Source: an optimization exercise on an open RTL-to-GDS flow (aim: small area and a short achievable clock period). Production flows keep margins and buffers that such runs may drop. Only simulation tests tie the RTL to the original design; equivalence was not proved. Power figures rest on the tool's default switching activity, not on a simulated workload.

## flow/config.mk

```make
export PLATFORM = sky130hd
export DESIGN_NAME = axi_slave
export DESIGN_NICKNAME = axi_slave
export VERILOG_FILES = /design/flow/design.v
export SDC_FILE = /design/flow/constraint.sdc
export NUM_CORES = 4
export LEC_CHECK = 0
export CAP_MARGIN = 20
export CELL_PAD_IN_SITES_DETAIL_PLACEMENT = 1
export CELL_PAD_IN_SITES_GLOBAL_PLACEMENT = 2
export CORE_MARGIN = 2
export CORE_UTILIZATION = 58
export CTS_CLUSTER_DIAMETER = 70
export CTS_CLUSTER_SIZE = 24
export PLACE_DENSITY = 0.74
export SETUP_SLACK_MARGIN = 5
export SLEW_MARGIN = 20
export SYNTH_HIERARCHICAL = 1
export SYNTH_MINIMUM_KEEP_SIZE = 0
export TNS_END_PERCENT = 20
```

## flow/constraint.sdc

```tcl
create_clock -name core_clock -period 10.0 [get_ports {S_AXI_ACLK}]
set_input_delay 2.0000 -clock core_clock [delete_from_list [all_inputs] [get_ports {S_AXI_ACLK}]]
set_output_delay 2.0000 -clock core_clock [all_outputs]
set_load 0.01 [all_outputs]
```

## flow/design.v

```verilog
module axi_addr_mask (
    input      [2 : 0] i_size,
    input      [1 : 0] i_burst,
    input      [7 : 0] i_len,
    output             o_nf,
    output     [1 : 0] o_sz,
    output reg [7 : 0] o_mask
    );
    wire len_ok = (i_len[7 : 4] == 4'd0) && i_len[0] &&
                  (i_len[1] || !i_len[2]) && (i_len[2] || !i_len[3]);
    wire [7 : 0] wrap = ({4'd0, i_len[3 : 0]} << i_size) | ~(8'hff << i_size);
    always @(*) begin
        case (i_burst)
            2'b10:   o_mask = len_ok ? wrap : 8'hff;
            2'b11:   o_mask = 8'h00;
            default: o_mask = 8'hff;
        endcase
    end
    assign o_nf = (i_burst != 2'b00);
    assign o_sz = i_size[1 : 0];
endmodule
module axi_addr (
    input      [7 : 0] i_last_addr,
    input              i_nf,
    input      [1 : 0] i_sz,
    input      [7 : 0] i_mask,
    output     [7 : 0] o_next_addr
    );
    wire [7 : 0] inc = !i_nf ? 8'd0 : i_sz[1] ? 8'd4 : i_sz[0] ? 8'd2 : 8'd1;
    reg  [7 : 0] sum;
    always @(*) begin
        sum = i_last_addr + inc;
        if (i_nf) begin
            case (i_sz)
                2'b00: sum        = sum;
                2'b01: sum[0]     = 1'b0;
                2'b10: sum[1 : 0] = 2'b0;
                2'b11: sum[2 : 0] = 3'b0;
            endcase
        end
    end
    assign o_next_addr = (i_last_addr & ~i_mask) | (sum & i_mask);
endmodule
module axi_slave #(
    parameter AXI_ID_WD   = 2,
    parameter AXI_DATA_WD = 32,
    parameter AXI_ADDR_WD = 32,
    parameter AXI_STRB_WD = 4
    )(
    input                      S_AXI_ACLK,
    input                      S_AXI_ARESETN,
    input  [AXI_ADDR_WD-1 : 0] S_AXI_AWADDR,
    input  [AXI_ID_WD-1   : 0] S_AXI_AWID,
    input  [1 : 0]             S_AXI_AWBURST,
    input  [2 : 0]             S_AXI_AWSIZE,
    input  [7 : 0]             S_AXI_AWLEN,
    input                      S_AXI_AWVALID,
    output                     S_AXI_AWREADY,
    input  [AXI_DATA_WD-1 : 0] S_AXI_WDATA,
    input  [AXI_STRB_WD-1 : 0] S_AXI_WSTRB,
    input                      S_AXI_WLAST,
    input                      S_AXI_WVALID,
    output                     S_AXI_WREADY,
    output [AXI_ID_WD-1   : 0] S_AXI_BID,
    output [1 : 0]             S_AXI_BRESP,
    output                     S_AXI_BVALID,
    input                      S_AXI_BREADY,
    input  [AXI_ADDR_WD-1 : 0] S_AXI_ARADDR,
    input  [AXI_ID_WD-1   : 0] S_AXI_ARID,
    input  [1 : 0]             S_AXI_ARBURST,
    input  [2 : 0]             S_AXI_ARSIZE,
    input  [7 : 0]             S_AXI_ARLEN,
    input                      S_AXI_ARVALID,
    output                     S_AXI_ARREADY,
    output [AXI_DATA_WD-1 : 0] S_AXI_RDATA,
    output                     S_AXI_RLAST,
    output [AXI_ID_WD-1   : 0] S_AXI_RID,
    output [1 : 0]             S_AXI_RRESP,
    output                     S_AXI_RVALID,
    input                      S_AXI_RREADY
    );
    localparam IW = AXI_ID_WD;
    reg            axi_awready;
    reg            axi_wready;
    reg [IW-1 : 0] axi_bid;
    reg            axi_bvalid;
    reg            bvalid_r;
    reg            axi_arready;
    reg            axi_rlast;
    reg [IW-1 : 0] axi_rid;
    reg            axi_rvalid;
    reg [7 : 0]    cur_rlen;
    wire awfire = S_AXI_AWVALID && axi_awready;
    wire wfire  = S_AXI_WVALID  && axi_wready;
    wire arfire = S_AXI_ARVALID && axi_arready;
    wire rfire  = axi_rvalid    && S_AXI_RREADY;
    wire b_pend = axi_bvalid    && !S_AXI_BREADY;
    reg [7 : 0]    awaddr;
    reg [IW-1 : 0] awid;
    reg            aw_nf;
    reg [1 : 0]    aw_sz;
    reg [7 : 0]    aw_mask;
    wire           aw_nf_in;
    wire [1 : 0]   aw_sz_in;
    wire [7 : 0]   aw_mask_in;
    wire [7 : 0]   next_wr_addr;
    axi_addr_mask get_wr_mask (
        .i_size(S_AXI_AWSIZE),
        .i_burst(S_AXI_AWBURST),
        .i_len(S_AXI_AWLEN),
        .o_nf(aw_nf_in),
        .o_sz(aw_sz_in),
        .o_mask(aw_mask_in)
    );
    axi_addr get_next_wr_addr (
        .i_last_addr(awaddr),
        .i_nf(aw_nf),
        .i_sz(aw_sz),
        .i_mask(aw_mask),
        .o_next_addr(next_wr_addr)
    );
    always @(posedge S_AXI_ACLK) begin
        if (axi_awready) begin
            awaddr  <= S_AXI_AWADDR[7 : 0];
            awid    <= S_AXI_AWID;
            aw_nf   <= aw_nf_in;
            aw_sz   <= aw_sz_in;
            aw_mask <= aw_mask_in;
        end
        else if (wfire) begin
            awaddr <= next_wr_addr;
        end
    end
    always @(posedge S_AXI_ACLK) begin
        if (!S_AXI_ARESETN) begin
            axi_awready <= 1'b1;
            axi_wready  <= 1'b0;
        end
        else if (awfire) begin
            axi_awready <= 1'b0;
            axi_wready  <= 1'b1;
        end
        else if (wfire) begin
            axi_awready <= S_AXI_WLAST && !b_pend;
            axi_wready  <= !S_AXI_WLAST;
        end
        else if (!axi_awready) begin
            axi_awready <= !axi_wready && !b_pend;
        end
    end
    always @(posedge S_AXI_ACLK) begin
        if (!b_pend)
            axi_bid <= awid;
    end
    always @(posedge S_AXI_ACLK) begin
        if (!S_AXI_ARESETN)
            axi_bvalid <= 1'b0;
        else if (wfire && S_AXI_WLAST)
            axi_bvalid <= 1'b1;
        else if (S_AXI_BREADY)
            axi_bvalid <= bvalid_r;
    end
    always @(posedge S_AXI_ACLK) begin
        if (!S_AXI_ARESETN)
            bvalid_r <= 1'b0;
        else if (b_pend && wfire && S_AXI_WLAST)
            bvalid_r <= 1'b1;
        else if (S_AXI_BREADY)
            bvalid_r <= 1'b0;
    end
    assign S_AXI_AWREADY = axi_awready;
    assign S_AXI_WREADY  = axi_wready;
    assign S_AXI_BRESP   = 2'b00;
    assign S_AXI_BVALID  = axi_bvalid;
    assign S_AXI_BID     = axi_bid;
    reg [7 : 0]  araddr;    
    reg [7 : 0]  rnext;
    reg          ar_nf;
    reg [1 : 0]  ar_sz;
    reg [7 : 0]  ar_mask;
    wire         ar_nf_in;
    wire [1 : 0] ar_sz_in;
    wire [7 : 0] ar_mask_in;
    wire [7 : 0] rnext_in;
    wire [7 : 0] rnext_nx;
    axi_addr_mask get_rd_mask (
        .i_size(S_AXI_ARSIZE),
        .i_burst(S_AXI_ARBURST),
        .i_len(S_AXI_ARLEN),
        .o_nf(ar_nf_in),
        .o_sz(ar_sz_in),
        .o_mask(ar_mask_in)
    );
    axi_addr get_next_rd_addr_in (
        .i_last_addr(S_AXI_ARADDR[7 : 0]),
        .i_nf(ar_nf_in),
        .i_sz(ar_sz_in),
        .i_mask(ar_mask_in),
        .o_next_addr(rnext_in)
    );
    axi_addr get_next_rd_addr (
        .i_last_addr(rnext),
        .i_nf(ar_nf),
        .i_sz(ar_sz),
        .i_mask(ar_mask),
        .o_next_addr(rnext_nx)
    );
    always @(posedge S_AXI_ACLK) begin
        if (axi_arready) begin
            ar_nf   <= ar_nf_in;
            ar_sz   <= ar_sz_in;
            ar_mask <= ar_mask_in;
            axi_rid <= S_AXI_ARID;
        end
    end
    wire [23 : 0] in_rows, nin_rows, nnx_rows;
    reg  [23 : 0] arow, nrow;
    bank_rows u_in_rows  (.a(S_AXI_ARADDR[7 : 0]), .rows(in_rows));
    bank_rows u_nin_rows (.a(rnext_in),            .rows(nin_rows));
    bank_rows u_nnx_rows (.a(rnext_nx),            .rows(nnx_rows));
    always @(posedge S_AXI_ACLK) begin
        if (axi_arready) begin
            araddr <= S_AXI_ARADDR[7 : 0];
            rnext  <= rnext_in;
            arow   <= in_rows;
            nrow   <= nin_rows;
        end
        else if (S_AXI_RREADY) begin
            araddr <= rnext;
            rnext  <= rnext_nx;
            arow   <= nrow;
            nrow   <= nnx_rows;
        end
    end
    always @(posedge S_AXI_ACLK) begin
        if (!S_AXI_ARESETN)
            cur_rlen <= 8'd0;
        else if (axi_arready)
            cur_rlen <= S_AXI_ARLEN;
        else if (rfire)
            cur_rlen <= cur_rlen - 1'b1;
    end
    always @(posedge S_AXI_ACLK) begin
        if (!S_AXI_ARESETN)
            axi_arready <= 1'b1;
        else if (arfire)
            axi_arready <= 1'b0;
        else if (rfire)
            axi_arready <= (cur_rlen == 8'd0);
    end
    always @(posedge S_AXI_ACLK) begin
        if (!S_AXI_ARESETN)
            axi_rvalid <= 1'b0;
        else if (arfire)
            axi_rvalid <= 1'b1;
        else if (rfire)
            axi_rvalid <= (cur_rlen != 8'd0);
    end
    always @(posedge S_AXI_ACLK) begin
        if (!S_AXI_ARESETN)
            axi_rlast <= 1'b0;
        else if (axi_arready)
            axi_rlast <= (S_AXI_ARLEN == 8'd0);
        else if (rfire)
            axi_rlast <= (cur_rlen == 8'd1);
    end
    wire [3 : 0] sh_in, sh_a, sh_n;
    wire [3 : 0] sh = axi_arready ? sh_in : S_AXI_RREADY ? sh_n : sh_a;
    assign sh_in = 4'd1 << S_AXI_ARADDR[1 : 0];
    assign sh_a  = 4'd1 << araddr[1 : 0];
    assign sh_n  = 4'd1 << rnext[1 : 0];
    reg  [3 : 0]  sh_q;      
    reg  [31 : 0] rd_q;      
    always @(posedge S_AXI_ACLK) begin
        sh_q <= sh;
    end
    wire [31 : 0] rd_all;
    wire [3 : 0]  hit;
    wire [31 : 0] wdat_all;
    wire [7 : 0] in_p = axi_arready ? 8'd1 << S_AXI_ARADDR[4 : 2] : 8'd0;
    wire [7 : 0] in_q = axi_arready ? 8'd1 << S_AXI_ARADDR[7 : 5] : 8'd0;
    wire sel_a = !axi_arready && !S_AXI_RREADY;
    wire sel_n = !axi_arready && S_AXI_RREADY;
    wire [23 : 0] w_rows;
    bank_rows u_wrows (.a(awaddr), .rows(w_rows));
    genvar b, r, j, i;
    generate
        for (b = 0; b < 4; b = b + 1) begin : g_bank
            wire [1 : 0] wl   = b - awaddr[1 : 0];
            wire         wen  = wfire && S_AXI_WSTRB[wl];
            wire [7 : 0] wdat = S_AXI_WDATA[{wl, 3'b000} +: 8];
            wire [5 : 0] wrow  = w_rows[b*6 +: 6];
            wire [5 : 0] arow_b = arow[b*6 +: 6];
            wire [5 : 0] nrow_b = nrow[b*6 +: 6];
            wire [7 : 0] whi   = 8'd1 << wrow[5 : 3];
            wire [7 : 0] wlo   = 8'd1 << wrow[2 : 0];
            wire [7 : 0] hi_a  = 8'd1 << arow_b[5 : 3];
            wire [7 : 0] lo_a  = 8'd1 << arow_b[2 : 0];
            wire [7 : 0] hi_n  = 8'd1 << nrow_b[5 : 3];
            wire [7 : 0] lo_n  = 8'd1 << nrow_b[2 : 0];
            wire [7 : 0] rhi, rlo;
            line_sel #(.B(b)) u_lines (
                .a_lo(S_AXI_ARADDR[1 : 0]), .p(in_p), .q(in_q),
                .sel_a(sel_a), .lo_a(lo_a), .hi_a(hi_a),
                .sel_n(sel_n), .lo_n(lo_n), .hi_n(hi_n),
                .lo(rlo), .hi(rhi)
            );
            wire [511 : 0] q;
            for (r = 0; r < 64; r = r + 1) begin : g_row
                reg [7 : 0] m;
                always @(posedge S_AXI_ACLK) begin
                    if (wen && whi[r / 8] && wlo[r % 8])
                        m <= wdat;
                end
                assign q[r*8 +: 8] = m;
            end
            for (j = 0; j < 8; j = j + 1) begin : g_bit
                wire [63 : 0] col;
                for (r = 0; r < 64; r = r + 1) begin : g_col
                    assign col[r] = q[r*8 + j];
                end
                mux64_oh u_mux (.d(col), .hi(rhi), .lo(rlo), .y(rd_all[b*8 + j]));
            end
            assign hit[b] = wen && (|(whi & rhi)) && (|(wlo & rlo));
            assign wdat_all[b*8 +: 8] = wdat;
        end
        for (b = 0; b < 4; b = b + 1) begin : g_bq
            always @(posedge S_AXI_ACLK) begin
                rd_q[b*8 +: 8] <= hit[b] ? wdat_all[b*8 +: 8] : rd_all[b*8 +: 8];
            end
        end
        for (i = 0; i < 4; i = i + 1) begin : g_lane
            wire [3 : 0] rot;
            for (b = 0; b < 4; b = b + 1) begin : g_rot
                assign rot[b] = sh_q[(b - i) & 3];
            end
            for (j = 0; j < 8; j = j + 1) begin : g_bit
                assign S_AXI_RDATA[i*8 + j] = |(rot & {rd_q[24 + j], rd_q[16 + j], rd_q[8 + j], rd_q[j]});
            end
        end
    endgenerate
    assign S_AXI_ARREADY = axi_arready;
    assign S_AXI_RVALID  = axi_rvalid;
    assign S_AXI_RLAST   = axi_rlast;
    assign S_AXI_RID     = axi_rid;
    assign S_AXI_RRESP   = 2'b00;
endmodule
module bank_rows (
    input  [7 : 0]  a,
    output [23 : 0] rows
    );
    genvar b;
    generate
        for (b = 0; b < 4; b = b + 1) begin : g_b
            assign rows[b*6 +: 6] = a[7 : 2] + (a[1 : 0] > b);
        end
    endgenerate
endmodule
module line_sel #(
    parameter B = 0
    )(
    input  [1 : 0] a_lo,
    input  [7 : 0] p,
    input  [7 : 0] q,
    input          sel_a,
    input  [7 : 0] lo_a,
    input  [7 : 0] hi_a,
    input          sel_n,
    input  [7 : 0] lo_n,
    input  [7 : 0] hi_n,
    output [7 : 0] lo,
    output [7 : 0] hi
    );
    wire c     = (a_lo > B);
    wire carry = c && p[7];
    wire [7 : 0] lo_in = c     ? {p[6 : 0], p[7]} : p;
    wire [7 : 0] hi_in = carry ? {q[6 : 0], q[7]} : q;
    assign lo = lo_in | (lo_a & {8{sel_a}}) | (lo_n & {8{sel_n}});
    assign hi = hi_in | (hi_a & {8{sel_a}}) | (hi_n & {8{sel_n}});
endmodule
module mux64_oh (
    input  [63 : 0] d,
    input  [7 : 0]  hi,
    input  [7 : 0]  lo,
    output          y
    );
    wire [7 : 0] g;
    genvar i;
    generate
        for (i = 0; i < 8; i = i + 1) begin : g_grp
            mux8_oh u (.d(d[8*i +: 8]), .s(lo), .y(g[i]));
        end
    endgenerate
    mux8_oh u_hi (.d(g), .s(hi), .y(y));
endmodule
module mux8_oh (
    input  [7 : 0] d,
    input  [7 : 0] s,
    output         y
    );
    assign y = |(d & s);
endmodule
```

## flow/flow/run.sh

```bash
#!/bin/bash
set -euo pipefail
bash standard.sh SETUP_SLACK_MARGIN=6.5 "BUFFER_PORTS_ARGS=-buffer_cell sky130_fd_sc_hd__buf_2" finish > flow_make.log 2>&1
```

## flow/standard.sh

```bash
#!/bin/bash
# synth_recipe.tcl (not shown) runs the flow's synth.tcl, then flattens the netlist and writes it again
# the make line also repeats each setting of config.mk as NAME=value (left out here)
make -C /OpenROAD-flow-scripts/flow DESIGN_CONFIG=/design/flow/config.mk WORK_HOME=/design/flow/orfs CLKGATE_MAP_FILE= SYNTH_SCRIPT=/design/flow/synth_recipe.tcl "${@:-finish}"
```

==> results of run 1 <==
-- worst paths after layout --
check                       start                        to  depth (start not counted)
setup / recovery  S_AXI_ARADDR[4]                  rd_q[18]                         13
hold / removal            awid[1]                axi_bid[1]                          0
setup reg to reg        awaddr[3]  g_bank[0].g_row[48].m[4]                          7
hold reg to reg           awid[1]                axi_bid[1]                          0
-- cell usage in the layout, fill, tap and decap left out, types with 100 or more instances in the layout --
master and count:
buf_2 116, nand4_1 297, clkbuf_16 161, nor2_4 102, a22oi_1 909, edfxtp_1 2142, buf_4 192, nor2_1 169
a22oi_2 343, nand2_1 100
-- area by class of cell --
type,count,area share [%]
clock inverter,90,1.14
multi-input combinational,2790,23.5
tap,1930,2.33
timing repair buffer,507,6.07
antenna,2,0.00483
clock buffer,156,3.60
inverter,38,0.138
sequential,2193,63.2
-- per-module statistics from Yosys, one instance, submodules excluded, a selection --
module         flip-flops and latches  copies in the design
axi_slave                        2193                     1
bank_rows                           0                     4
axi_addr_mask                       0                     2
axi_addr                            0                     3
mux8_oh                             0                   288
-- worst max-delay path, cell delays in order --
cell and delay [ns]:
buf_16 0.12, nand2_8 0.08, buf_4 0.12, nor3_4 0.05
buf_6 0.13, and3_2 0.30, a211o_4 0.36, buf_4 0.22
a22oi_1 0.35, nand4_1 0.22, a22oi_2 0.36, nand4_1 0.17
mux2_2 0.30
-- sequential cells by signal, indices dropped and copies added, names as in the netlist, 2 cells and up --
signal,count
ar_mask,8
ar_sz,2
araddr,2
arow,24
aw_mask,8
aw_sz,2
awaddr,8
awid,2
axi_bid,2
axi_rid,2
cur_rlen,8
g_bank.g_row.m,2048
nrow,24
rd_q,32
rnext,8
sh_q,4
-- where the power goes --
part	internal [mW]	total (mW)	switching, mW
clock network	3.22	6.50	3.28
registers	10.6	11.0	0.376
logic	1.36	4.06	2.70
total	15.2	21.6	6.35
-- stage by stage --
stage                     instances  hold WS (ns)  area, um2  power (mW)
final                          7706         0.429     104000        21.6
after global routing           7704         0.452     104000        22.0
after CTS                      7630         0.431     101000        21.1
after detailed placement       7169         0.415      90400        14.2
after global placement         7167         0.403      90300        14.1
after floorplan                5159         0.400      87400        12.7
-- logic make-up after synthesis --
logic type      after synthesis  share of synthesized area [%]
flops                      2193                           75.5
fa+ha+maj                    38                          0.575
other cells                   1                        0.00433
xor+xnor                     73                          0.739
buf+inv                     184                           1.20
compound gates             1444                           12.6
simple gates               1041                           6.47
mux                         182                           2.88
-- per-layer routing --
metal  part of all wire, %  track usage (%)  vias to the layer above
met2                    47             57.9                     3494
met1                    37             51.5                    29200
met3                    11             8.21                      668
met4                   4.5             14.6                       12
met5                 0.030                0                        -
li1                      -                -                    22800
-- timing repair --
| action | 4_1_cts | 5_1_grt |
|---|---|---|
| hold buffers | 0 | 0 |
| endpoints found under the setup margin | 1590 | 1900 |
| buffers inserted | 161 | 59 |
| gates resized for setup | 641 | 333 |
| cloned | 54 | 15 |
| pin swaps | 210 | 194 |
==> reports/qor.yml, run 1 <==
outcome:
  status: "no timing/DRC/antenna violations"
clock_tree:
  clock_latency_ns: 0.81
  numCtsBuffers: 137
  h-tree-depth: 4
  cts_buffer_depth: 3
  clock-root-buffer: "clkbuf_16"
  clk_pin_slew_worst_paths_ns: 0.09
  cts_tree: "done"
  cts_num_sinks: 2193
worst_setup_path:
  worstSetupPathType: "in2reg"
  crit_arrival_ns: 4.80
  endpoint_kind: "flop"
  worst_setup_path_start_kind: "input pin"
  critPathMaxFanout: 12
  ff2ff_setup_slack_ns: 6.12
  required_ns: 10.68
sta:
  timing.slew.headroom_pct: 21.9
  hold_viol: 0
  finalCritPeriodShare_pct: 41.2
  rsz0062_at_grt: "yes"
  skew_ns: 0.0533
  fin_crit_ns: 4.12
  tns_ns: 0
  fmax_mhz: 243
  setup_viol: 0
  fin_ws_ns: 5.88
  slew_violations: 0
  tightest_slew_ns: 1.16
logic_synthesis:
  ys_seq_area_share_pct: 75.5
  syn-cell-area_um2: 86500
  yosysTopAreaCell: "edfxtp_1"
  synth.distinct_cells: 79
  synth_cells: 5156
  ys_top_cells_by_area: "edfxtp_1, a22oi_1, nand4_1"
  synth_top_area_share_pct: 74.3
  yosysWarnings: 9
  synth_area_per_cell_um2: 16.8
  synth_seq_cells: 2193
  synthTopCellsByCount: "edfxtp_1, a22oi_1, nor2_1, nand4_1, nand2_1"
  synth.most_common_cell: "edfxtp_1"
  ys.flop_type: "edfxtp_1"
  async_flop_share_pct: 0
  synth_edf_count: 2142
routing:
  drc: 0
  post_drt_wl_per_cell_um: 38.0
  drt_iter0_drc: 7065
  firstDrtPassIters: 6
  ant_nets: 0
  viasPerCell: 7.29
  finalWirelength_mm: 293
  via_count: 56200
global_route:
  grt_pass1_wl_mm: 404
  grt_use_total_pct: 37.1
  antenna_found_initial: 9
  grt_max_degree: 66
  first_global_vias: 55800
  grt.overflow.total: 0
power:
  vdd_drop_max_mv: 0.208
  pwr_density_cell_nw_per_um2: 208
  leakage_nw: 32.4
job:
  max_cap_viol_count: 0
place:
  port_buffers: 131
  place_congestion: 0.934
  dpl.hpwl_mm: 158
  pre_cts_ws_ns: 3.59
final_layout:
  drive_gt1_share_pct: 28.2
  nFillCells: 12100
  syn_to_final_growth_pct: 19.6
  final_util_pct: 69.9
  multi_input_area_um2: 24400
  seq_area_um2: 65400
  fin_nets: 5843
floorplan:
  fp.coreArea_um2: 148000
  start_util_pct: 58.5
  ios: 184
  die_w_um: 390
  rows: 141
  die_area_um2: 152000
  die_h_um: 390
worst_hold_path:
  hold_path.class: "reg2reg"
==> inputs of run 2 (changes only) <==
--- a/flow/config.mk
+++ b/flow/config.mk
@@ -10,8 +10,8 @@
 export CELL_PAD_IN_SITES_GLOBAL_PLACEMENT = 2
 export CORE_MARGIN = 2
-export CORE_UTILIZATION = 58
+export CORE_UTILIZATION = 50
 export CTS_CLUSTER_DIAMETER = 70
 export CTS_CLUSTER_SIZE = 24
-export PLACE_DENSITY = 0.74
+export PLACE_DENSITY = 0.66
 export SETUP_SLACK_MARGIN = 5
 export SLEW_MARGIN = 20
==> run 2 against run 1 <==
Critical path type unchanged; register-to-register slack better by 0.12 ns; fmax is 2.4% lower; clock power is 4.9% lower; combinational power is 2% lower; setup slack worse by 0.10 ns; synthesized cell count stayed put; global-route usage is 5.4 points lower; clock skew is 0.017 ns lower; sequential cell count stayed put; die area is 16% higher; sequential power hardly changed; area after synthesis stayed put.
==> reports/qor.yml, run 2 <==
clock_tree:
  cts_tree: "done"
  h-tree-depth: 4  # unchanged
  clock_latency_ns: 0.82  # about the same
  cts_hold_buf: 0  # unchanged
  numCtsBuffers: 136  # -0.73%
  clock-root-buffer: "clkbuf_16"
  clk_pin_slew_worst_paths_ns: 0.10  # about the same
  cts_num_sinks: 2193  # unchanged
  cts_buffer_depth: 3  # unchanged
routing:
  via_count: 54100  # -3.6%
  ant_nets: 0  # unchanged
  firstDrtPassIters: 6  # unchanged
  viasPerCell: 6.69  # -8.2%
  drt_iter0_drc: 5523  # -22%
  drc: 0  # unchanged
  post_drt_wl_per_cell_um: 35.2  # -7.5%
  finalWirelength_mm: 285  # -2.9%
final_layout:
  layout_common_cells: "edfxtp_1, a22oi_1, nand4_1, a22oi_2, buf_4"
  regMostFlops: "g_bank.g_row.m"
  fin_nets: 5867  # +0.41%
  reg_top3: "g_bank.g_row.m x2048, rd_q x32"
  drive_gt1_share_pct: 26.3  # -1.9 points
  stdcell_count: 8094  # +5.0%
  diodes: 0  # -2
  final_common_cell: "edfxtp_1"
  final_util_pct: 60.0  # -9.9 points
  largest_reg_flops: 2048  # unchanged
  syn_to_final_growth_pct: 19.2
floorplan:
  die_w_um: 420  # +7.6%
  ios: 184  # unchanged
  die_area_um2: 176000  # +16%
  die_h_um: 420  # +7.6%
  rows: 152  # +7.8%
  fp.coreArea_um2: 172000  # +16%
  start_util_pct: 50.4  # -8.1 points
place:
  dp_cells: 7549  # +5.3%
  dpl.hpwl_mm: 155  # -1.9%
  place_congestion: 0.823  # -12%
  port_buffers: 131  # unchanged
  pre_cts_ws_ns: 3.58  # -0.00968 ns
worst_hold_path:
  hold_path.class: "reg2reg"
  min_to: "axi_bvalid"
  holdPathStages: 2  # +2
  holdCritStartpoint: "bvalid_r"
worst_setup_path:
  worstRegToRegCells: 6  # -1
  reg2reg_to: "g_bank[1].g_row[44].m[1]"
  crit_arrival_ns: 4.93  # +0.13 ns
  r2r_start: "awaddr[1]"
  worstSetupPathType: "in2reg"
  critPathMaxFanout: 31  # +19
  worst_setup_path_start_kind: "input pin"
  endpoint_kind: "flop"
  required_ns: 10.70  # +0.02 ns
  ff2ff_setup_slack_ns: 6.24  # +0.12 ns
sta:
  fin_crit_ns: 4.22  # +0.102 ns
  tightest_slew_ns: 1.18  # +0.0190 ns
  timing.slew.headroom_pct: 20.6  # -1.3 points
  skew_ns: 0.0363  # -0.0170 ns
  fin_ws_ns: 5.78  # -0.102 ns
  setup_viol: 0  # unchanged
  fmax_mhz: 237  # -2.4%
  tns_ns: 0  # unchanged
  rsz0062_at_grt: "yes"
  slew_violations: 0  # unchanged
  finalCritPeriodShare_pct: 42.2  # +1.0 points
  hold_viol: 0  # unchanged
logic_synthesis:
  yosysWarnings: 9  # unchanged
  synth_seq_cells: 2193  # unchanged
  ys_seq_area_share_pct: 75.5  # unchanged
  async_flop_share_pct: 0  # unchanged
  yosysTopAreaCell: "edfxtp_1"
  synthTopCellsByCount: "edfxtp_1, a22oi_1, nor2_1, nand4_1, nand2_1"
  synth.most_common_cell: "edfxtp_1"
  syn-cell-area_um2: 86500  # unchanged
  synth_cells: 5156  # unchanged
  synth_edf_count: 2142  # unchanged
  synth.distinct_cells: 79  # unchanged
  ys_top_cells_by_area: "edfxtp_1, a22oi_1, nand4_1"
  ys.flop_type: "edfxtp_1"
  synth_top_area_share_pct: 74.3  # unchanged
  synth_area_per_cell_um2: 16.8  # unchanged
power:
  vdd_drop_max_mv: 0.232  # +11%
  seq_power_share_pct: 52.0  # +0.9 points
  p_switching_mw: 6.20  # -2.4%
  swShare_pct: 29.3  # -0.11 points
  power_mw: 21.1  # -2.0%
  clkPwrFrac_pct: 29.2  # -0.9 points
  pwr_density_cell_nw_per_um2: 205  # -1.6%
  leakage_nw: 32.3  # -0.32%
  power_frac_comb_pct: 18.7  # about the same
  p_int_mw: 14.9  # -1.8%
global_route:
  grt_pass1_wl_mm: 399  # -1.2%
  grt_use_total_pct: 31.8  # -5.4 points
  antenna_found_initial: 2  # -7
  grt_max_degree: 66  # unchanged
  first_global_vias: 54000  # -3.3%
  grt.overflow.total: 0  # unchanged
job:
  max_cap_viol_count: 0  # unchanged
outcome:
  status: "no timing/DRC/antenna violations"
## run 2: critical path, stage by stage
cell,delay (ns)
buf_6,0.10
buf_12,0.13
nand2_4,0.14
nor2_4,0.08
buf_12,0.17
and3_4,0.21
a211o_4,0.34
buf_12,0.17
buf_4,0.18
a22oi_2,0.20
nand4_1,0.13
a22oi_2,0.34
nand4_1,0.32
mux2_4,0.36
## run 2: timing repair
action,CTS,global route
gates cloned,65,8
endpoints found under the setup margin,2148,1727
pin swaps,213,123
gates resized for setup,650,220
buffers inserted,186,55
hold endpoints to repair,0,0
## run 2: worst max path at each step
stage	start	end	cells past startpoint
floorplan	S_AXI_ARADDR[4]	rd_q[0]	9
global placement	S_AXI_RREADY	rd_q[27]	10
detailed placement	S_AXI_RREADY	rd_q[27]	10
CTS	S_AXI_ARADDR[4]	rd_q[17]	14
global route	S_AXI_ARADDR[4]	rd_q[6]	13
finish	S_AXI_ARADDR[4]	rd_q[20]	14
## run 2: final cells by class
class                           count  area, um2
Multi-Input combinational cell   2804      24100
Clock inverter                     77        962
Clock buffer                      154       3560
Timing Repair Buffer              518       6070
Inverter                           38        143
Sequential cell                  2193      65400
Tap cell                         2310       2890
Fill cell                       15100      68600
## run 2: cell families (layout without fill, tap and decap cells)
kind of cell | Yosys count | in the layout | share of synthesized area (%)
flip-flops | 2193 | 2193 | 75.5
AO/OA/AOI/OAI | 1444 | 1456 | 12.6
AND/OR/NAND/NOR | 1041 | 1051 | 6.47
buffers and inverters | 184 | 787 | 1.20
multiplexers | 182 | 182 | 2.88
XOR/XNOR | 73 | 73 | 0.739
adder cells (fa/ha/maj) | 38 | 38 | 0.575
other | 1 | 4 | 0.00433
## run 2: Yosys stat by module (local to each module, per instance), a selection
module / copies in the design / flip-flops and latches / cells inside
mux8_oh: 288 / 0 / 5
axi_slave: 1 / 2193 / 3167
bank_rows: 4 / 0 / 38
axi_addr_mask: 2 / 0 / 37
axi_addr: 3 / 0 / 36
## run 2: per-layer routing
| layer | up-vias | GRT usage, % | share of wire [%] |
|---|---|---|---|
| li1 | 22900 | - | - |
| met1 | 28700 | 42.9 | 40 |
| met2 | 2011 | 52.3 | 49 |
| met3 | 521 | 4.13 | 6.2 |
| met4 | 0 | 13.1 | 4.6 |
| met5 | - | 0 | 0 |
## run 2: power by group through the flow
stage / logic (mW) / registers [mW] / clock network (mW)
2_1_floorplan: 1.79 / 11.0 / 0
3_3_place_gp: 3.03 / 11.2 / 0
3_5_place_dp: 3.10 / 11.2 / 0
4_1_cts: 3.76 / 11.0 / 6.24
5_1_grt: 4.13 / 11.0 / 6.49
6_report: 3.96 / 11.0 / 6.18
## run 2: metrics by stage
stage	hold slack [ns]	area [um2]
2_1_floorplan	0.400	87400
3_3_place_gp	0.475	90800
3_5_place_dp	0.491	90800
4_1_cts	0.504	101000
5_1_grt	0.548	103000
6_report	0.509	103000
==> inputs of run 3 (changes only) <==
--- a/flow/config.mk
+++ b/flow/config.mk
@@ -7,11 +7,11 @@
 export LEC_CHECK = 0
 export CAP_MARGIN = 20
-export CELL_PAD_IN_SITES_DETAIL_PLACEMENT = 1
-export CELL_PAD_IN_SITES_GLOBAL_PLACEMENT = 2
+export CELL_PAD_IN_SITES_DETAIL_PLACEMENT = 2
+export CELL_PAD_IN_SITES_GLOBAL_PLACEMENT = 4
 export CORE_MARGIN = 2
-export CORE_UTILIZATION = 50
+export CORE_UTILIZATION = 40
 export CTS_CLUSTER_DIAMETER = 70
 export CTS_CLUSTER_SIZE = 24
-export PLACE_DENSITY = 0.66
+export PLACE_DENSITY = 0.6
 export SETUP_SLACK_MARGIN = 5
 export SLEW_MARGIN = 20
==> run 3 against run 2 <==
Register-to-register slack got worse by 0.21 ns; clock skew rose by 0.0014 ns; fmax rose by 1.7%; sequential cell count did not move; clock power rose by 7.9%; hold slack got worse by 0.078 ns; still clean on timing, DRC and antenna; first-iteration DRC count fell by 0.47%; sequential share of layout area fell by 2.3 points; critical path depth fell by 1; die area rose by 25%; via count rose by 2.0%; global-route usage fell by 3.1 points; largest power group unchanged.
==> reports/qor.yml, run 3 <==
outcome:
  status: "no timing/DRC/antenna violations"
worst_setup_path:
  worstRegToRegCells: 14  # +8
  worstSetupPathType: "in2reg"
  worst_setup_path_start_kind: "input pin"
  ff2ff_setup_slack_ns: 6.03  # -0.21 ns
  critPathMaxFanout: 21  # -32%
  required_ns: 10.70  # about the same
  endpoint_kind: "flop"
  crit_arrival_ns: 4.86  # -0.07 ns
logic_synthesis:
  synth.most_common_cell: "edfxtp_1"
  synthTopCellsByCount: "edfxtp_1, a22oi_1, nor2_1, nand4_1, nand2_1"
  ys_top_cells_by_area: "edfxtp_1, a22oi_1, nand4_1"
  synth_seq_cells: 2193  # unchanged
  yosysTopAreaCell: "edfxtp_1"
  yosysWarnings: 9  # unchanged
  synth_area_per_cell_um2: 16.8  # unchanged
  synth_edf_count: 2142  # unchanged
  syn-cell-area_um2: 86500  # unchanged
  ys_seq_area_share_pct: 75.5  # unchanged
  synth.distinct_cells: 79  # unchanged
  synth_top_area_share_pct: 74.3  # unchanged
  ys.flop_type: "edfxtp_1"
  synth_cells: 5156  # unchanged
  async_flop_share_pct: 0  # unchanged
final_layout:
  drive_gt1_share_pct: 31.5  # +5.2 points
  final_common_cell: "edfxtp_1"
  reg_top3: "g_bank.g_row.m x2048, rd_q x32"
  nFillCells: 19200  # +28%
  stdcell_count: 8747  # +8.1%
  largest_reg_flops: 2048  # unchanged
  fin_nets: 5963  # +1.6%
  multi_input_area_um2: 25200  # +4.5%
  syn_to_final_growth_pct: 23.6
  layout_common_cells: "edfxtp_1, a22oi_1, a22oi_2, nand4_1, buf_4"
  regMostFlops: "g_bank.g_row.m"
  seq_area_um2: 65400  # about the same
floorplan:
  ios: 184  # unchanged
  die_area_um2: 220000  # +25%
  fp.coreArea_um2: 215000  # +25%
  start_util_pct: 40.3  # -10 points
  rows: 170  # +12%
  die_w_um: 469  # +12%
  die_h_um: 469  # +12%
place:
  dpl.hpwl_mm: 174  # +13%
  port_buffers: 131  # unchanged
  place_congestion: 0.780  # -5.2%
  dp_cells: 8094  # +7.2%
  pre_cts_ws_ns: 3.39  # -0.196 ns
routing:
  finalWirelength_mm: 329  # +16%
  via_count: 55300  # +2.0%
  viasPerCell: 6.32  # -5.6%
  post_drt_wl_per_cell_um: 37.7  # +7.1%
  drt_iter0_drc: 5497  # -0.47%
  ant_nets: 0  # unchanged
  firstDrtPassIters: 6  # unchanged
  drc: 0  # unchanged
global_route:
  grt.overflow.total: 0  # unchanged
  antenna_found_initial: 11  # +9
  grt_max_degree: 66  # unchanged
  grt_pass1_wl_mm: 448  # +12%
  first_global_vias: 56900  # +5.5%
  grt_use_total_pct: 28.7  # -3.1 points
sta:
  skew_ns: 0.0377  # +0.00142 ns
  rsz0062_at_grt: "yes"
  hold_viol: 0  # unchanged
  tightest_slew_ns: 1.08  # -0.0983 ns
  slew_violations: 0  # unchanged
  fin_crit_ns: 4.15  # -0.0701 ns
  finalCritPeriodShare_pct: 41.5  # -0.70 points
  setup_viol: 0  # unchanged
  fin_ws_ns: 5.85  # +0.0701 ns
  fmax_mhz: 241  # +1.7%
  finalHoldWorstSlack_ns: 0.431  # -0.0782 ns
  timing.slew.headroom_pct: 28.0  # +7.4 points
  tns_ns: 0  # unchanged
clock_tree:
  cts_tree: "done"
  clk_pin_slew_worst_paths_ns: 0.08  # -0.02 ns
  clock_latency_ns: 0.84  # +0.02 ns
  cts_buffer_depth: 3  # unchanged
  h-tree-depth: 4  # unchanged
  cts_num_sinks: 2193  # unchanged
  numCtsBuffers: 145  # +6.6%
  clock-root-buffer: "clkbuf_16"
power:
  vdd_drop_max_mv: 0.191  # -18%
  power_mw: 22.2  # +4.8%
  pwr_density_cell_nw_per_um2: 207  # +1.0%
  leakage_nw: 33.3  # +3.3%
job:
  max_cap_viol_count: 0  # unchanged
worst_hold_path:
  holdPathStages: 0  # -2
  hold_path.class: "reg2reg"
## run 3: critical path, cell delays in order
cell,delay (ns)
buf_16,0.12
nand2_8,0.11
nor3_4,0.06
buf_12,0.13
buf_12,0.12
buf_4,0.15
a221o_4,0.39
buf_16,0.19
a22oi_2,0.18
nand4_1,0.28
a22oi_2,0.33
nand4_1,0.33
mux2_4,0.37
## run 3: cell type report
class / count / area share [%]
Inverter: 38 / 0.133
Timing Repair Buffer: 603 / 7.16
Clock buffer: 168 / 3.65
Multi-Input combinational cell: 2806 / 23.5
Antenna cell: 4 / 0.00936
Sequential cell: 2193 / 61.1
Tap cell: 2838 / 3.32
Clock inverter: 97 / 1.09
## run 3: cell families after synthesis
| group | synth area share (%) |
|---|---|
| DFF | 75.5 |
| AOI/OAI and AO/OA | 12.6 |
| and+or+nand+nor | 6.47 |
| buffers and inverters | 1.20 |
| muxes | 2.88 |
| xor gates and xnor gates | 0.739 |
| adders and majority gates | 0.575 |
| other | 0.00433 |
## run 3: final timing paths
| path | start | to |
|---|---|---|
| hold / removal | awid[1] | axi_bid[1] |
| hold reg to reg | awid[1] | axi_bid[1] |
| setup reg to reg | axi_arready | rd_q[13] |
| setup / recovery | S_AXI_ARADDR[4] | rd_q[31] |
## run 3: Yosys stat by module, one instance, submodules excluded, excerpt
| module | copies in the design | cells inside | flip-flops and latches | cell area [um2] |
|---|---|---|---|---|
| bank_rows | 4 | 38 | 0 | 305 |
| axi_slave | 1 | 3167 | 2193 | 71800 |
| axi_addr | 3 | 36 | 0 | 275 |
| mux8_oh | 288 | 5 | 0 | 36.3 |
| axi_addr_mask | 2 | 37 | 0 | 284 |
## run 3: timing repair
action	4_1_cts	5_1_grt
hold buffers	0	0
gates cloned	67	30
setup endpoints to repair	1831	1941
setup buffers	178	109
pin swaps	208	224
gates resized for setup	774	441
## run 3: metrics by stage
step | util (%) | area, um2
2_1_floorplan | - | 87400
3_3_place_gp | 42.6 | 91600
3_5_place_dp | 42.6 | 91600
4_1_cts | 48.1 | 103000
5_1_grt | 49.8 | 107000
6_report | 49.8 | 107000
## run 3: routing by layer
metal | global-route usage (%) | share of wire (%) | wire length [um] | vias up
met4 | 7.76 | 3.1 | 10100 | 4
met1 | 39.3 | 43 | 140000 | 30000
li1 | - | - | - | 23100
met3 | 3.35 | 5.0 | 16400 | 389
met2 | 48.4 | 49 | 163000 | 1709
met5 | 0 | 0.0082 | 27 | -
## run 3: where the power goes
part	switching (mW)	internal (mW)
clock network	3.51	3.16
registers	0.358	10.6
logic	2.94	1.54
total	6.81	15.3
==> inputs of run 4 (changes only) <==
==> flow/flow/run.sh (replaced) <==
#!/bin/bash
set -euo pipefail
bash standard.sh SETUP_SLACK_MARGIN=5.8 "BUFFER_PORTS_ARGS=-buffer_cell sky130_fd_sc_hd__buf_2" finish > flow_make.log 2>&1
--- a/flow/config.mk
+++ b/flow/config.mk
@@ -7,11 +7,11 @@
 export LEC_CHECK = 0
 export CAP_MARGIN = 20
-export CELL_PAD_IN_SITES_DETAIL_PLACEMENT = 2
-export CELL_PAD_IN_SITES_GLOBAL_PLACEMENT = 4
+export CELL_PAD_IN_SITES_DETAIL_PLACEMENT = 1
+export CELL_PAD_IN_SITES_GLOBAL_PLACEMENT = 2
 export CORE_MARGIN = 2
-export CORE_UTILIZATION = 40
+export CORE_UTILIZATION = 50
 export CTS_CLUSTER_DIAMETER = 70
 export CTS_CLUSTER_SIZE = 24
-export PLACE_DENSITY = 0.6
+export PLACE_DENSITY = 0.66
 export SETUP_SLACK_MARGIN = 5
 export SLEW_MARGIN = 20
==> run 4 against run 3 <==
Global-route usage up 0.13 points; register-to-register slack lost 0.29 ns; sequential power about the same.
==> reports/qor.yml, run 4 <==
place:
  dp_cells: 7554  # -6.7%
  port_buffers: 131  # unchanged
  place_congestion: 0.812  # +4.0%
  dpl.hpwl_mm: 151  # -13%
logic_synthesis:
  synth.most_common_cell: "edfxtp_1"
  synth_area_per_cell_um2: 16.8  # unchanged
  synth_edf_count: 2142  # unchanged
  synth_seq_cells: 2193  # unchanged
  synthTopCellsByCount: "edfxtp_1, a22oi_1, nor2_1, nand4_1, nand2_1"
  async_flop_share_pct: 0  # unchanged
  yosysWarnings: 9  # unchanged
  synth_cells: 5156  # unchanged
  ys_seq_area_share_pct: 75.5  # unchanged
  ys.flop_type: "edfxtp_1"
  synth.distinct_cells: 79  # unchanged
  synth_top_area_share_pct: 74.3  # unchanged
  yosysTopAreaCell: "edfxtp_1"
  ys_top_cells_by_area: "edfxtp_1, a22oi_1, nand4_1"
  syn-cell-area_um2: 86500  # unchanged
routing:
  finalWirelength_mm: 259  # -21%
  post_drt_wl_per_cell_um: 32.9  # -13%
  viasPerCell: 6.56  # +3.9%
  via_count: 51600  # -6.6%
  firstDrtPassIters: 5  # -1
  drc: 0  # unchanged
  ant_nets: 0  # unchanged
  drt_iter0_drc: 5276  # -4.0%
clock_tree:
  numCtsBuffers: 138  # -4.8%
  cts_tree: "done"
  cts_buffer_depth: 3  # unchanged
  clk_pin_slew_worst_paths_ns: 0.06  # -0.02 ns
  clock-root-buffer: "clkbuf_16"
  clock_latency_ns: 0.83  # about the same
  h-tree-depth: 4  # unchanged
  cts_hold_buf: 0  # unchanged
  cts_num_sinks: 2193  # unchanged
floorplan:
  die_area_um2: 176000  # -20%
  rows: 152  # -11%
  fp.coreArea_um2: 172000  # -20%
  die_w_um: 420  # -10%
  start_util_pct: 50.4  # +10 points
  die_h_um: 420  # -10%
  ios: 184  # unchanged
worst_setup_path:
  crit_buf_inv: 4  # -1
  endpoint_kind: "flop"
  critPathMaxFanout: 43  # +100%
  worstSetupPathType: "in2reg"
  crit_arrival_ns: 5.05  # +0.19 ns
  cp_slowest_cell: "a221o_4"
  crit_path_frequent_cell: "nand4_1"
  worstPathCellList: "clkbuf_4 > nor2b_4 > buf_12 > clkbuf_16 > a221o_4 > buf_8 > a22oi_1 > nand4_1 > a22oi_2 > nand4_1 > mux2_2"
  worst_setup_path_start_kind: "input pin"
  required_ns: 10.68  # -0.02 ns
  cpLargestDelayFamily: "compound AO/OA/AOI/OAI gates"
  crit_path_max_incr_delay_ns: 0.53  # +0.14 ns
sta:
  setup_viol: 0  # unchanged
  tns_ns: 0  # unchanged
  finalCritPeriodShare_pct: 43.6  # +2.1 points
  rsz0062_at_grt: "yes"
  fmax_mhz: 229  # -4.8%
  slew_violations: 0  # unchanged
  fin_crit_ns: 4.36  # +0.211 ns
  hold_viol: 0  # unchanged
  tightest_slew_ns: 1.02  # -0.0575 ns
  timing.slew.headroom_pct: 31.6  # +3.6 points
  skew_ns: 0.0338  # -0.00393 ns
global_route:
  first_global_vias: 51900  # -8.9%
  grt_max_degree: 66  # unchanged
  grt.overflow.total: 0  # unchanged
  antenna_found_initial: 5  # -6
  grt_use_total_pct: 28.8  # +0.13 points
  grt_pass1_wl_mm: 367  # -18%
outcome:
  status: "no timing/DRC/antenna violations"
power:
  power_mw: 20.3  # -8.3%
  leakage_nw: 30.0  # -10%
  vdd_drop_max_mv: 0.193  # +0.97%
  pwr_density_cell_nw_per_um2: 210  # +1.2%
final_layout:
  syn_to_final_growth_pct: 11.9
  largest_reg_flops: 2048  # unchanged
  reg_top3: "g_bank.g_row.m x2048, rd_q x32"
  regMostFlops: "g_bank.g_row.m"
  final_common_cell: "edfxtp_1"
  drive_gt1_share_pct: 15.9  # -16 points
  fin_nets: 5639  # -5.4%
  layout_common_cells: "edfxtp_1, a22oi_1, nand4_1, nor2_1, clkbuf_16"
  stdcell_count: 7861  # -10%
job:
  max_cap_viol_count: 0  # unchanged
worst_hold_path:
  hold_path.class: "reg2reg"
run 4: cell counts after synthesis:
No cell type changed its count.
run 4: layout make-up:
| cell class | instances | area (um2) |
|---|---|---|
| timing repair buffer | 299 | 2730 |
| clock buffer | 155 | 3620 |
| multi-input combinational | 2793 | 21300 |
| tap | 2310 | 2890 |
| sequential | 2193 | 65400 |
| fill | 15400 | 74900 |
| inverter | 38 | 143 |
| antenna | 1 | 2.50 |
| clock inverter | 72 | 848 |
run 4: timing repair:
item	CTS	global route
endpoints found under the setup margin	437	1065
cloned	16	10
hold endpoints to repair	0	0
setup buffers	34	19
resized for setup	187	77
pin swaps	35	24
run 4: per-module statistics from Yosys, one instance, submodules excluded, a selection:
module	times used	cells inside
axi_addr	3	36
mux8_oh	288	5
axi_slave	1	3167
axi_addr_mask	2	37
bank_rows	4	38
run 4: path summary, 6_finish.rpt:
path	from	endpoint	slack (ns)	cells past startpoint
worst min register to register	awid[0]	axi_bid[0]	0.44	0
worst min-delay path	awid[0]	axi_bid[0]	0.44	0
worst max register to register	awaddr[2]	g_bank[0].g_row[31].m[0]	5.74	6
worst max-delay path	S_AXI_RREADY	rd_q[26]	5.64	11
run 4: routing by layer:
metal / vias to the layer above / track usage, % / share of wire, %
met4: 0 / 8.97 / 3.2
met1: 27400 / 39.1 / 41
met5: - / 0 / 0
li1: 22300 / - / -
met3: 344 / 3.48 / 5.0
met2: 1499 / 48.8 / 50
run 4: cells by family after synthesis:
group | Yosys count | synth area share (%)
simple gates | 1041 | 6.47
xor+xnor | 73 | 0.739
fa+ha+maj | 38 | 0.575
other cells | 1 | 0.00433
buf+inv | 184 | 1.20
mux | 182 | 2.88
compound gates | 1444 | 12.6
flops | 2193 | 75.5
run 4: report_power, final:
| group | leakage [nW] | internal [mW] | switching [mW] |
|---|---|---|---|
| combinational | 8.05 | 0.986 | 2.27 |
| clock | 2.17 | 2.87 | 3.20 |
| sequential | 19.8 | 10.6 | 0.342 |
| total | 30.0 | 14.5 | 5.81 |
run 4: metrics by stage:
stage / hold slack, ns / setup WS (ns) / instance area, um2 / util, %
after floorplan: 0.400 / 4.87 / 86800 / -
after global placement: 0.404 / 3.77 / 90200 / 52.5
after detailed placement: 0.428 / 3.68 / 90200 / 52.5
after CTS: 0.442 / 5.65 / 96100 / 56.0
after global routing: 0.449 / 5.59 / 96800 / 56.4
final: 0.440 / 5.64 / 96800 / 56.4
==> inputs of run 5 (changes only) <==
==> flow/flow/run.sh (replaced) <==
#!/bin/bash
set -euo pipefail
bash standard.sh SETUP_SLACK_MARGIN=6.2 "BUFFER_PORTS_ARGS=-buffer_cell sky130_fd_sc_hd__buf_2" finish > flow_make.log 2>&1
==> run 5 against run 4 <==
Clock skew decreased by 0.00074 ns; die area unchanged; sequential share of layout area fell by 3.1 points; cell count is 2.5% higher; area after synthesis is the same; power grew 3.1%; final area is 5.0% higher; sequential power about the same; combinational power increased by 18%; clock power up 0.7%; largest power group unchanged; highest routed layer is now met5.
==> reports/qor.yml, run 5 <==
outcome:
  status: "no timing/DRC/antenna violations"
place:
  dp_cells: 7554  # unchanged
  place_congestion: 0.812  # unchanged
  pre_cts_ws_ns: 3.68  # unchanged
  dpl.hpwl_mm: 151  # unchanged
  port_buffers: 131  # unchanged
global_route:
  grt.overflow.total: 0  # unchanged
  first_global_vias: 53700  # +3.5%
  grt_use_total_pct: 31.2  # +2.4 points
  antenna_found_initial: 8  # +3
  grt_pass1_wl_mm: 393  # +7.0%
  grt_max_degree: 66  # unchanged
sta:
  hold_viol: 0  # unchanged
  fin_crit_ns: 4.10  # -0.264 ns
  fin_ws_ns: 5.90  # +0.264 ns
  skew_ns: 0.0331  # -0.000738 ns
  finalCritPeriodShare_pct: 41.0  # -2.6 points
  timing.slew.headroom_pct: 24.1  # -7.5 points
  tns_ns: 0  # unchanged
  slew_violations: 0  # unchanged
  setup_viol: 0  # unchanged
  tightest_slew_ns: 1.13  # +0.104 ns
  fmax_mhz: 244  # +6.4%
  rsz0062_at_grt: "yes"
logic_synthesis:
  ys.flop_type: "edfxtp_1"
  synth_area_per_cell_um2: 16.8  # unchanged
  yosysWarnings: 9  # unchanged
  synth_edf_count: 2142  # unchanged
  synth.distinct_cells: 79  # unchanged
  async_flop_share_pct: 0  # unchanged
  synth_seq_cells: 2193  # unchanged
  syn-cell-area_um2: 86500  # unchanged
  synthTopCellsByCount: "edfxtp_1, a22oi_1, nor2_1, nand4_1, nand2_1"
  synth.most_common_cell: "edfxtp_1"
  synth_cells: 5156  # unchanged
  ys_seq_area_share_pct: 75.5  # unchanged
  synth_top_area_share_pct: 74.3  # unchanged
  ys_top_cells_by_area: "edfxtp_1, a22oi_1, nand4_1"
  yosysTopAreaCell: "edfxtp_1"
floorplan:
  die_h_um: 420  # unchanged
  fp.coreArea_um2: 172000  # unchanged
  start_util_pct: 50.4  # unchanged
  die_area_um2: 176000  # unchanged
  rows: 152  # unchanged
  ios: 184  # unchanged
  die_w_um: 420  # unchanged
final_layout:
  final_common_cell: "edfxtp_1"
  syn_to_final_growth_pct: 17.5
  largest_reg_flops: 2048  # unchanged
  reg_top3: "g_bank.g_row.m x2048, rd_q x32"
  nFillCells: 15100  # -2.4%
  stdcell_count: 8060  # +2.5%
  fin_nets: 5838  # +3.5%
  layout_common_cells: "edfxtp_1, a22oi_1, nand4_1, nor2_1, a22oi_2"
  drive_gt1_share_pct: 23.8  # +7.9 points
  regMostFlops: "g_bank.g_row.m"
clock_tree:
  clock-root-buffer: "clkbuf_16"
  clock_latency_ns: 0.84  # about the same
  h-tree-depth: 4  # unchanged
  cts_num_sinks: 2193  # unchanged
  clk_pin_slew_worst_paths_ns: 0.09  # +0.03 ns
  cts_hold_buf: 0  # unchanged
  cts_buffer_depth: 3  # unchanged
  cts_tree: "done"
  numCtsBuffers: 138  # unchanged
routing:
  via_count: 53700  # +4.1%
  ant_nets: 0  # unchanged
  viasPerCell: 6.66  # +1.5%
  drc: 0  # unchanged
  finalWirelength_mm: 280  # +8.2%
  post_drt_wl_per_cell_um: 34.8  # +5.6%
  firstDrtPassIters: 6  # +1
  drt_iter0_drc: 5744  # +8.9%
power:
  vdd_drop_max_mv: 0.204  # +6.2%
  leakage_nw: 31.8  # +6.1%
  pwr_density_cell_nw_per_um2: 206  # -1.7%
worst_setup_path:
  cp_slowest_cell: "nor2_1"
  crit_path_max_incr_delay_ns: 0.80  # +0.27 ns
  worstSetupPathType: "in2reg"
  endpoint_kind: "flop"
  required_ns: 10.46  # -0.22 ns
  crit_arrival_ns: 4.56  # -0.49 ns
  cpLargestDelayFamily: "simple AND/OR/NAND/NOR gates"
  critPathMaxFanout: 12  # -72%
  worstPathCellList: "buf_2 > and2_2 > and2_1 > nor2b_1 > nand2_1 > nor2_1"
  crit_buf_inv: 1  # -3
  worst_setup_path_start_kind: "input pin"
job:
  max_cap_viol_count: 0  # unchanged
worst_hold_path:
  hold_path.class: "reg2reg"
==> run 5: through the flow <==
stage / total power [mW] / utilization (%) / hold slack [ns] / instance area (um2)
6_report: 20.9 / 59.2 / 0.438 / 102000
5_1_grt: 21.5 / 59.2 / 0.449 / 102000
4_1_cts: 20.9 / 58.6 / 0.442 / 101000
3_5_place_dp: 14.2 / 52.5 / 0.428 / 90200
3_3_place_gp: 14.1 / 52.5 / 0.404 / 90200
2_1_floorplan: 12.7 / - / 0.400 / 86800
==> run 5: worst reg2reg max path: cells and delay by family, from the launching register on <==
family / cells / cell delay, ns
adder cells (fa/ha/maj): 2 / 0.46
AND/OR/NAND/NOR: 3 / 2.12
flip-flops: 1 / 0.52
XOR/XNOR: 1 / 0.48
==> run 5: modules after synthesis, one instance, submodules excluded, a selection <==
module | cells inside | times used
mux8_oh | 5 | 288
axi_addr | 36 | 3
axi_addr_mask | 37 | 2
axi_slave | 3167 | 1
bank_rows | 38 | 4
==> run 5: final cells by class <==
| class | count | area (um2) | area share, % |
|---|---|---|---|
| diodes | 1 | 2.50 | 0.00246 |
| multi-input cells | 2795 | 22800 | 22.4 |
| well taps | 2310 | 2890 | 2.84 |
| clock buffers | 155 | 3620 | 3.56 |
| flip-flops and latches | 2193 | 65400 | 64.3 |
| clock inverters | 72 | 848 | 0.835 |
| inverters | 38 | 143 | 0.140 |
| repair buffers | 496 | 5920 | 5.83 |
==> run 5: final timing paths <==
kind	start	endpoint	slack, ns	depth (start not counted)
worst max register to register	awaddr[1]	g_bank[2].g_row[30].m[7]	6.05	6
worst min-delay path	awid[0]	axi_bid[0]	0.44	0
worst min register to register	awid[0]	axi_bid[0]	0.44	0
worst max-delay path	S_AXI_WVALID	g_bank[3].g_row[0].m[1]	5.90	6
==> run 5: logic make-up (layout without fill, tap and decap cells) <==
logic type / count (synthesis) / after routing / synth area share (%)
AOI/OAI and AO/OA: 1444 / 1451 / 12.6
xor gates and xnor gates: 73 / 73 / 0.739
adders and majority gates: 38 / 38 / 0.575
buffers and inverters: 184 / 761 / 1.20
DFF: 2193 / 2193 / 75.5
muxes: 182 / 182 / 2.88
other: 1 / 5 / 0.00433
and+or+nand+nor: 1041 / 1047 / 6.47
==> run 5: timing repair <==
item,in CTS,in global routing
resized for setup,674,75
gates cloned,63,11
pin swaps,200,70
setup buffers,161,42
endpoints found under the setup margin,2069,1265
==> run 5: routing by layer <==
metal | GRT usage [%] | part of all wire, % | vias to the layer above
met1 | 41.9 | 40 | 28600
met4 | 10.8 | 3.6 | 2
met3 | 3.92 | 5.7 | 405
li1 | - | - | 22800
met5 | 0 | 0.0046 | -
met2 | 52.5 | 50 | 1909
==> run 5: power by group <==
part / switching [mW] / total (mW) / internal [mW]
registers: 0.343 / 11.0 / 10.6
clock network: 3.23 / 6.11 / 2.87
logic: 2.53 / 3.84 / 1.31
==> inputs of run 6 (changes only) <==
==> flow/flow/run.sh (replaced) <==
#!/bin/bash
set -euo pipefail
bash standard.sh SETUP_SLACK_MARGIN=6.0 "BUFFER_PORTS_ARGS=-buffer_cell sky130_fd_sc_hd__buf_2" finish > flow_make.log 2>&1
--- a/flow/config.mk
+++ b/flow/config.mk
@@ -10,8 +10,8 @@
 export CELL_PAD_IN_SITES_GLOBAL_PLACEMENT = 2
 export CORE_MARGIN = 2
-export CORE_UTILIZATION = 50
+export CORE_UTILIZATION = 58
 export CTS_CLUSTER_DIAMETER = 70
 export CTS_CLUSTER_SIZE = 24
-export PLACE_DENSITY = 0.66
+export PLACE_DENSITY = 0.74
 export SETUP_SLACK_MARGIN = 5
 export SLEW_MARGIN = 20
==> run 6 against run 5 <==
Sequential power is essentially flat; count of clock-buffer cells in the layout down 4; critical path depth increased by 7; final area shrank 4.2%.
==> reports/qor.yml, run 6 <==
outcome:
  status: "no timing/DRC/antenna violations"
power:
  leakage_nw: 30.4  # -4.5%
  pwr_density_cell_nw_per_um2: 211  # +2.4%
  power_mw: 20.5  # -1.9%
  vdd_drop_max_mv: 0.201  # -1.9%
sta:
  fmax_mhz: 235  # -3.7%
  finalCritPeriodShare_pct: 42.6  # +1.6 points
  fin_crit_ns: 4.26  # +0.159 ns
  tightest_slew_ns: 1.12  # -0.00882 ns
  setup_viol: 0  # unchanged
  slew_violations: 0  # unchanged
  rsz0062_at_grt: "yes"
  finalHoldWorstSlack_ns: 0.422  # -0.0166 ns
  tns_ns: 0  # unchanged
  timing.slew.headroom_pct: 25.2  # +1.1 points
  skew_ns: 0.0312  # -0.00193 ns
  hold_viol: 0  # unchanged
  fin_ws_ns: 5.74  # -0.159 ns
logic_synthesis:
  synth_area_per_cell_um2: 16.8  # unchanged
  synth_edf_count: 2142  # unchanged
  synth_cells: 5156  # unchanged
  ys.flop_type: "edfxtp_1"
  synth_seq_cells: 2193  # unchanged
  syn-cell-area_um2: 86500  # unchanged
  async_flop_share_pct: 0  # unchanged
  yosysTopAreaCell: "edfxtp_1"
  synthTopCellsByCount: "edfxtp_1, a22oi_1, nor2_1, nand4_1, nand2_1"
  ys_seq_area_share_pct: 75.5  # unchanged
  yosysWarnings: 9  # unchanged
  synth_top_area_share_pct: 74.3  # unchanged
  synth.most_common_cell: "edfxtp_1"
  synth.distinct_cells: 79  # unchanged
  ys_top_cells_by_area: "edfxtp_1, a22oi_1, nand4_1"
worst_setup_path:
  ff2ff_setup_slack_ns: 5.92  # -0.13 ns
  worstRegToRegCells: 7  # +1
  required_ns: 10.68  # +0.22 ns
  r2r_start: "awaddr[0]"
  worstSetupPathType: "in2reg"
  cp_slowest_cell: "mux2_2"
  critPathMaxFanout: 17  # +5
  endpoint_kind: "flop"
  worst_setup_path_start_kind: "input pin"
  crit_path_max_incr_delay_ns: 0.35  # -0.45 ns
  crit_arrival_ns: 4.94  # +0.38 ns
  reg2reg_to: "g_bank[0].g_row[39].m[6]"
  worstPathCellList: "buf_8 > nand2b_4 > nor3_4 > buf_4 > o21ai_0 > o311ai_4 > buf_4 > buf_16 > a22oi_1 > nand4_1 > a22oi_2 > nand4_1 > mux2_2"
clock_tree:
  clk_pin_slew_worst_paths_ns: 0.08  # about the same
  numCtsBuffers: 133  # -3.6%
  cts_buffer_depth: 3  # unchanged
  cts_num_sinks: 2193  # unchanged
  clock_latency_ns: 0.80  # -0.04 ns
  clock-root-buffer: "clkbuf_16"
  h-tree-depth: 4  # unchanged
  cts_tree: "done"
place:
  dp_cells: 7174  # -5.0%
  place_congestion: 0.826  # +1.8%
  port_buffers: 131  # unchanged
  pre_cts_ws_ns: 3.55  # -0.137 ns
  post_dp_cell_area_um2: 89700  # -0.56%
  dpl.hpwl_mm: 152  # +0.61%
worst_hold_path:
  hold_path.class: "reg2reg"
  min_to: "axi_bid[0]"
  holdCritStartpoint: "awid[0]"
  holdPathStages: 0  # unchanged
floorplan:
  die_area_um2: 152000  # -14%
  ios: 184  # unchanged
  rows: 141  # -7.2%
  die_w_um: 390  # -7.1%
  die_h_um: 390  # -7.1%
  fp.coreArea_um2: 148000  # -14%
  start_util_pct: 58.5  # +8.1 points
routing:
  firstDrtPassIters: 6  # unchanged
  finalWirelength_mm: 265  # -5.3%
  drt_iter0_drc: 6497  # +13%
  drc: 0  # unchanged
  via_count: 53800  # +0.13%
  ant_nets: 0  # unchanged
  viasPerCell: 7.14  # +7.1%
  post_drt_wl_per_cell_um: 35.2  # +1.3%
final_layout:
  largest_reg_flops: 2048  # unchanged
  final_common_cell: "edfxtp_1"
  reg_top3: "g_bank.g_row.m x2048, rd_q x32"
  layout_common_cells: "edfxtp_1, a22oi_1, nand4_1, nor2_1, clkbuf_16"
  nFillCells: 12700  # -16%
  regMostFlops: "g_bank.g_row.m"
  drive_gt1_share_pct: 18.0  # -5.8 points
  stdcell_count: 7536  # -6.5%
  stdcell_area_um2: 97400  # -4.2%
  syn_to_final_growth_pct: 12.5
  final_util_pct: 65.8  # +6.6 points
  fin_nets: 5681  # -2.7%
global_route:
  grt.overflow.total: 0  # unchanged
  antenna_found_initial: 9  # +1
  grt_pass1_wl_mm: 382  # -2.8%
  first_global_vias: 54500  # +1.6%
  grt_use_total_pct: 34.7  # +3.5 points
  grt_max_degree: 70  # +6.1%
job:
  max_cap_viol_count: 0  # unchanged
[run 6: cell counts after synthesis]
Identical to the previous run, type by type.
[run 6: how the worst max path moves through the flow]
stage | start | endpoint
after global routing | S_AXI_ARADDR[4] | rd_q[4]
after floorplan | S_AXI_ARADDR[4] | rd_q[0]
after global placement | S_AXI_ARADDR[4] | rd_q[3]
final | S_AXI_ARADDR[4] | rd_q[7]
after detailed placement | S_AXI_ARADDR[4] | rd_q[1]
after CTS | awaddr[0] | g_bank[2].g_row[53].m[1]
[run 6: layout make-up]
| type | instances | area, um2 | area share, % |
|---|---|---|---|
| Sequential cell | 2193 | 65300 | 67.1 |
| Multi-Input combinational cell | 2798 | 21700 | 22.3 |
| Antenna cell | 2 | 5.00 | 0.00514 |
| Timing Repair Buffer | 341 | 3180 | 3.27 |
| Clock buffer | 151 | 3540 | 3.64 |
| Tap cell | 1930 | 2410 | 2.48 |
| Clock inverter | 83 | 1040 | 1.07 |
| Inverter | 38 | 143 | 0.146 |
[run 6: critical path, delay by kind of cell]
kind                   cells  cell delay, ns
buffers and inverters      4            0.78
AND/OR/NAND/NOR            4            0.85
AO/OA/AOI/OAI              4            0.92
multiplexers               1            0.35
[run 6: routing by layer]
layer	up-vias	GRT usage, %	part of all wire [%]
met4	10	12.4	3.9
met2	2751	57.3	49
met1	28100	46.9	38
met3	498	5.86	8.9
li1	22400	-	-
met5	-	0	0.020
[run 6: timing repair]
item / CTS / global route
endpoints found under the setup margin: 266 / 1235
cloned: 29 / 0
buffers inserted: 96 / 1
hold buffers: 0 / 0
pin swaps: 92 / 1
gates resized for setup: 314 / 54
[run 6: power by group]
part	switching [mW]	total [mW]	internal [mW]
logic	2.42	3.46	1.04
registers	0.289	10.9	10.6
clock network	3.20	6.16	2.96
[run 6: per-module statistics from Yosys (local to each module, per instance), a selection]
module | cells | flops+latches | cell area, um2
axi_slave | 3167 | 2193 | 71800
bank_rows | 38 | 0 | 305
axi_addr_mask | 37 | 0 | 284
axi_addr | 36 | 0 | 275
mux8_oh | 5 | 0 | 36.3
[run 6: kinds of logic (layout without fill, tap and decap cells)]
group	after synthesis	in the layout	share of synthesized area (%)
xor gates and xnor gates	73	73	0.739
adders and majority gates	38	38	0.575
buffers and inverters	184	613	1.20
DFF	2193	2193	75.5
muxes	182	182	2.88
other	1	6	0.00433
AOI/OAI and AO/OA	1444	1454	12.6
and+or+nand+nor	1041	1047	6.47

==> afterwards: timing with drivers on the ports <==
No port has a modelled driver above. Below, the same layouts with a new extraction and two added sets of constraints. Step 1 (the two cells are an assumption about what drives the block):
set clk [get_ports {S_AXI_ACLK}]
set_driving_cell -lib_cell sky130_fd_sc_hd__clkbuf_16 $clk
set_driving_cell -lib_cell sky130_fd_sc_hd__buf_2 [delete_from_list [all_inputs] $clk]
Step 2 also shifts input and output timing later by t, the mid clock arrival at the registers, as if the neighbouring blocks saw the same clock. a / b / c = ideal / step 1 / step 2; a / b = the first two.
run	shift t [ns]	setup slack, ns	worst setup path at the end	worst register clock-pin slew, ns	pins driven straight from the clock port
run 1	0.863	5.878 / 5.790 / 4.927	input to register	0.10 / 0.10	1
run 2	0.886	5.776 / 5.814 / 4.928	input to register	0.10 / 0.10	1
run 3	0.907	5.846 / 5.780 / 4.872	input to register	0.10 / 0.10	1
run 4	0.897	5.636 / 5.698 / 4.800	input to register	0.10 / 0.10	1
run 5	0.906	5.899 / 5.943 / 5.037	input to register	0.10 / 0.10	1
run 6	0.877	5.741 / 5.775 / 4.898	input to register	0.10 / 0.10	1
After both steps every run listed still meets setup and hold. The setup slack of run 3, which loses most, moves by -0.066 ns with the drivers and by -0.974 ns with both steps.
